This design comes from an exercise in tuning for small area, a short achievable clock period and few clock cycles on the open sky130 flow, not from production work.
RTL that was checked went through simulation tests only; none was proved equivalent to the original.

Setup of lane 5:
==> flow/design.v (excerpt) <==
module binary_to_bcd( input clk_in,
                      input [5:0] game_state,
                      input start,
                      input [23:0] binary_in,
                      output logic [31:0] bcd_out,
                      output logic busy
    );
For scale: ~990 cells after synthesis, ~36 flip-flops, about 65 I/O pins, about 0.0051 mm^2 of cells after synthesis.
make LEC_CHECK=0 ABC_AREA=1 CAP_MARGIN=20 CORE_MARGIN=2 CORE_UTILIZATION=40 SETUP_SLACK_MARGIN=3.0 SLEW_MARGIN=20 finish   # period 6.0 ns
run.sh (not shown) runs the stock make flow with config.mk's settings and CLKGATE_MAP_FILE= SYNTH_SCRIPT=/design/flow/synth_recipe.tcl, a recipe that flattens the netlist after the stock synthesis.
Changes in lane 3 relative to lane 5:
- removing SETUP_SLACK_MARGIN (formerly 3.0)
Findings:
- Lane 3: length of the first detailed-routing pass in iterations is 1 higher than what lane 5 reported.
- Comparing lane 3 and lane 5, the higher hold slack was measured on lane 3.
- In the tables for lane 3 and lane 5, worst setup margin reads higher with lane 5.
- Higher non-clock buffer count was reported by lane 5, not lane 3.
- Transition at the pin with the smallest max-transition slack: lane 3 < lane 5
- Side by side, proportion of cell area spent on the clock network turned out higher in lane 3 than in lane 5.
- [lane 3 vs lane 5] all-layer global routing usage: lower in lane 3
No run of this note included a check of the RTL's function; only the layout flow was run.

---

Another version of the RTL of binary_to_bcd (not shown whole).
Size in the first run: roughly 540 cells after synthesis, roughly 37 flip-flops, roughly 65 I/O pins, roughly 3700 sq um of cells after synthesis.
export LEC_CHECK = 0
export ABC_AREA = 0
export CAP_MARGIN = 20
export CORE_MARGIN = 2
export CORE_UTILIZATION = 60
export SETUP_SLACK_MARGIN = 3.5
export SLEW_MARGIN = 20
create_clock -name core_clock -period 6.0 [get_ports {clk_in}]
standard.sh (not shown) runs the stock make flow with config.mk's settings and CLKGATE_MAP_FILE= SYNTH_SCRIPT=/design/flow/synth_recipe.tcl, a recipe that flattens the netlist after the stock synthesis.
==> flow/flow/run.sh <==
#!/bin/bash
# Standard ORFS layout, with plain buf_1 cells as the port buffers.
set -euo pipefail
export BUFFER_PORTS_ARGS="-buffer_cell sky130_fd_sc_hd__buf_1"
bash standard.sh > standard_flow.log 2>&1
The first run finished clean.
Testbench counts at the start, summed over its fixed seeds: cycles 25,282.
Next try:
- ABC_AREA: 0 -> 1
- CORE_UTILIZATION: 60 -> 40
Result:
- setup slack improved by 420 ps
- final cell count went up by about a fifth
- cell area went down by roughly a tenth
- register-to-register slack improved by 540 ps
- critical path depth went down by 1
- synthesized cell count went up by roughly a tenth
- area after synthesis went down by roughly a tenth
- first-iteration DRC count went down by a few percent
Next try:
- CORE_UTILIZATION: 40 -> 60
After rerunning:
- The changed run completed with no timing, DRC or antenna violations
- core utilization came out higher by 21 points
- die area came out lower by 32%
- clock skew stays flat
- non-clock buffer count came out lower by 4
- design area came out lower by 3.1%

---

## amber
binary_to_bcd, a different RTL version from the one above (not shown whole).
For scale: roughly 580 cells after synthesis, roughly 65 I/O pins.
==> flow/config.mk <==
export PLATFORM = sky130hd
export DESIGN_NAME = binary_to_bcd
export DESIGN_NICKNAME = binary_to_bcd
export VERILOG_FILES = /design/flow/design.v
export SDC_FILE = /design/flow/constraint.sdc
export NUM_CORES = 4
export LEC_CHECK = 0
export ABC_AREA = 1
export CAP_MARGIN = 20
export CORE_MARGIN = 2
export CORE_UTILIZATION = 60
export SETUP_SLACK_MARGIN = 3.5
export SLEW_MARGIN = 20
==> flow/constraint.sdc <==
create_clock -name core_clock -period 6.0 [get_ports {clk_in}]
set_input_delay 1.2000 -clock core_clock [delete_from_list [all_inputs] [get_ports {clk_in}]]
set_output_delay 1.2000 -clock core_clock [all_outputs]
set_load 0.01 [all_outputs]
Scripts as last shown in full above: flow/flow/run.sh
amber has completed all stages; timing, DRC and antenna checks passed.
Input changes introduced in raven (baseline for comparison: amber):
Settings: CORE_UTILIZATION: 60 -> 40.
- raven against amber: layout filler cell count rose by about 80%.
- amber and raven ended up with roughly the same post-CTS setup buffer count.
- Launching element of the worst setup path: binary_in[9] -> raven, binary_in[21] -> amber
- When raven is set beside amber, its count of non-filler cells in the finished layout turns out to be 4.3% larger.
- Register-to-register slack: amber vs raven — no meaningful difference
- Clock insertion delay at the later pin of the skew report of raven is on par with amber.
- Worst setup slack before clock tree synthesis in raven is 0.031 ns above amber.
Setup changes, raven to maple
Settings: a change of SETUP_SLACK_MARGIN from 3.5 to 3.7; a change of CORE_UTILIZATION from 40 to 60.
--- outcome ---
- Depth of the critical timing path with buffers and inverters included: maple < raven
- Utilization after layout: maple higher than raven
- The wire length number comes out lower for maple vs raven.
- Flip-flop and latch area of maple is on par with raven.
- Taking maple over raven, the die extent in y ratio works out to 0.824.
- raven ended up with sky130_fd_sc_hd__a221oi_1 as its standard cell with the maximum stage delay on the critical path; maple ended up with sky130_fd_sc_hd__nor2_4.
- The run with more setup slack is maple; raven has less.
- Compared to raven, maple was floorplanned on a smaller die.
No functional check of the RTL was part of any run of this note.

---

## the baseline
binary_to_bcd with an RTL version that a note above also has.
Size: about 590 cells after synthesis, about 37 flip-flops, ~65 I/O pins, about 3300 um2 of cells after synthesis.
export LEC_CHECK = 0
export ABC_AREA = 1
export CAP_MARGIN = 20
export CORE_MARGIN = 2
export CORE_UTILIZATION = 60
export SETUP_SLACK_MARGIN = 3.6
export SLEW_MARGIN = 20
create_clock -name core_clock -period 6.0 [get_ports {clk_in}]
Scripts as last shown in full above: flow/flow/run.sh
The baseline: PASS, flow complete, no timing, DRC or antenna violations
Testbench counts of the baseline, summed over its fixed seeds: cycles 25,282.
diff inputs: the baseline => the candidate
- changing SETUP_SLACK_MARGIN from 3.6 to 3.5
==> flow/flow/run.sh <==
#!/bin/bash
# Layout flow: the standard synthesis, a second ABC pass over its
# combinational logic (registers untouched), then the standard ORFS layout.
# Port buffers are plain buf_1 cells.
set -euo pipefail
export BUFFER_PORTS_ARGS="-buffer_cell sky130_fd_sc_hd__buf_1"
HERE=$(cd "$(dirname "$0")" && pwd)
RES=orfs/results/${FLOW_PLATFORM}/binary_to_bcd/base

bash standard.sh synth > standard_synth.log 2>&1

YOSYS=$(command -v yosys || echo "$FLOW_HOME/../tools/install/yosys/bin/yosys")
LIB="$FLOW_HOME/platforms/${FLOW_PLATFORM}/lib/sky130_fd_sc_hd__tt_025C_1v80.lib"
cp "$RES/1_2_yosys.v" 1_2_yosys_standard.v
"$YOSYS" -c "$HERE/reopt.tcl" -- "$LIB" 1_2_yosys_standard.v 1_2_yosys_reopt.v "$HERE/ff_blackbox.v" > reopt.log 2>&1
cp 1_2_yosys_reopt.v "$RES/1_2_yosys.v"
rm -f "$RES/1_synth.odb" "$RES/1_synth.sdc"

bash standard.sh > standard_flow.log 2>&1
==> flow/flow/ff_blackbox.v (new file) <==
// the registers stay as they are: their cells are black boxes to the re-synthesis
(* blackbox *)
module sky130_fd_sc_hd__dfxtp_1(input CLK, input D, output Q); endmodule
(* blackbox *)
module sky130_fd_sc_hd__dfxtp_2(input CLK, input D, output Q); endmodule
(* blackbox *)
module sky130_fd_sc_hd__dfxtp_4(input CLK, input D, output Q); endmodule
==> flow/flow/reopt.tcl (new file) <==
# yosys -c reopt.tcl -- LIB IN OUT BLACKBOXES
yosys -import
lassign $argv lib in out bb
read_liberty -ignore_miss_func $lib
read_verilog -overwrite $bb
read_verilog $in
hierarchy -top binary_to_bcd
flatten
opt_clean
set du {}
set fh [open $lib r]
set txt [read $fh]
close $fh
foreach {m c} [regexp -all -inline {cell\s*\(\s*"?(sky130_fd_sc_hd__\w+)"?\s*\)} $txt] {
  if {[regexp {lpflow|probe|fill|tap|decap|diode|dly|clkbuf|clkinv|bufbuf|bufinv|dfxtp|dfxbp|dfrtp|dfstp|dfrbp|dfsbp|dfbbp|edf|sdf|dlx|dlr|dlcl|einv|ebuf} $c]} { lappend du -dont_use $c }
}
abc -liberty $lib {*}$du -script "+strash;&get -n;&deepsyn -T 30;&put;dch;map -B 0.9"
opt_clean -purge
stat -liberty $lib
write_verilog -noattr -noexpr -nohex -nodec $out
[summary]
- Relative to the baseline, die width decreased by about 8% in the candidate.
- The candidate against the baseline: area taken by flip-flops and latches about even, detailed-router iteration count before antenna repair increased 1.
- The tightest hold margin reported for the candidate is smaller than that of the baseline by 12 ps.
- The candidate reports its end point of the critical path as R[5]$_SDFFE_PN0P_ while the baseline reports R[26]$_SDFFE_PN0P_.

[afterwards: timing with drivers on the ports]
The flow's constraints put no driver on any port. The routed layouts listed below were extracted and timed again, unchanged, in two steps. Step 1 (the two cells are an assumption about what drives the block):
set clk [get_ports {clk_in}]
set_driving_cell -lib_cell sky130_fd_sc_hd__clkbuf_16 $clk
set_driving_cell -lib_cell sky130_fd_sc_hd__buf_2 [delete_from_list [all_inputs] $clk]
Step 2 adds t to the input delays and takes it off the output delays; t is the mean of the earliest and latest rising clock arrival at the registers after step 1. Input paths then give back, and output paths get back, about the clock's delay inside the block. a / b / c = no drivers / after step 1 / after step 2; a / b = the first two.
run	t (ns)	setup WS [ns]	worst hold slack (ns)	worst setup path after step 2
lane 5	0.314	2.582 / 2.582 / 2.518	0.503 / 0.503 / 0.503	input to register
lane 3	0.318	1.599 / 1.599 / 1.599	0.508 / 0.508 / 0.508	register to register
the first run of note 2	0.314	3.214 / 3.214 / 3.118	0.503 / 0.503 / 0.503	input to register
the second run of note 2	0.324	3.631 / 3.635 / 3.311	0.472 / 0.472 / 0.472	input to register
the third run of note 2	0.321	3.659 / 3.664 / 3.343	0.501 / 0.501 / 0.501	input to register
amber	0.317	3.618 / 3.623 / 3.306	0.478 / 0.478 / 0.478	input to register
raven	0.328	3.663 / 3.675 / 3.347	0.476 / 0.476 / 0.476	input to register
maple	0.322	3.673 / 3.664 / 3.343	0.464 / 0.464 / 0.464	input to register
the baseline	0.315	3.609 / 3.617 / 3.302	0.495 / 0.495 / 0.495	input to register
the candidate	0.321	3.425 / 3.425 / 3.156	0.483 / 0.483 / 0.483	input to register
After both steps setup and hold are still met in every run listed. For maple, which loses most, drivers alone change the setup slack by -0.009 ns; drivers and shift together by -0.330 ns.
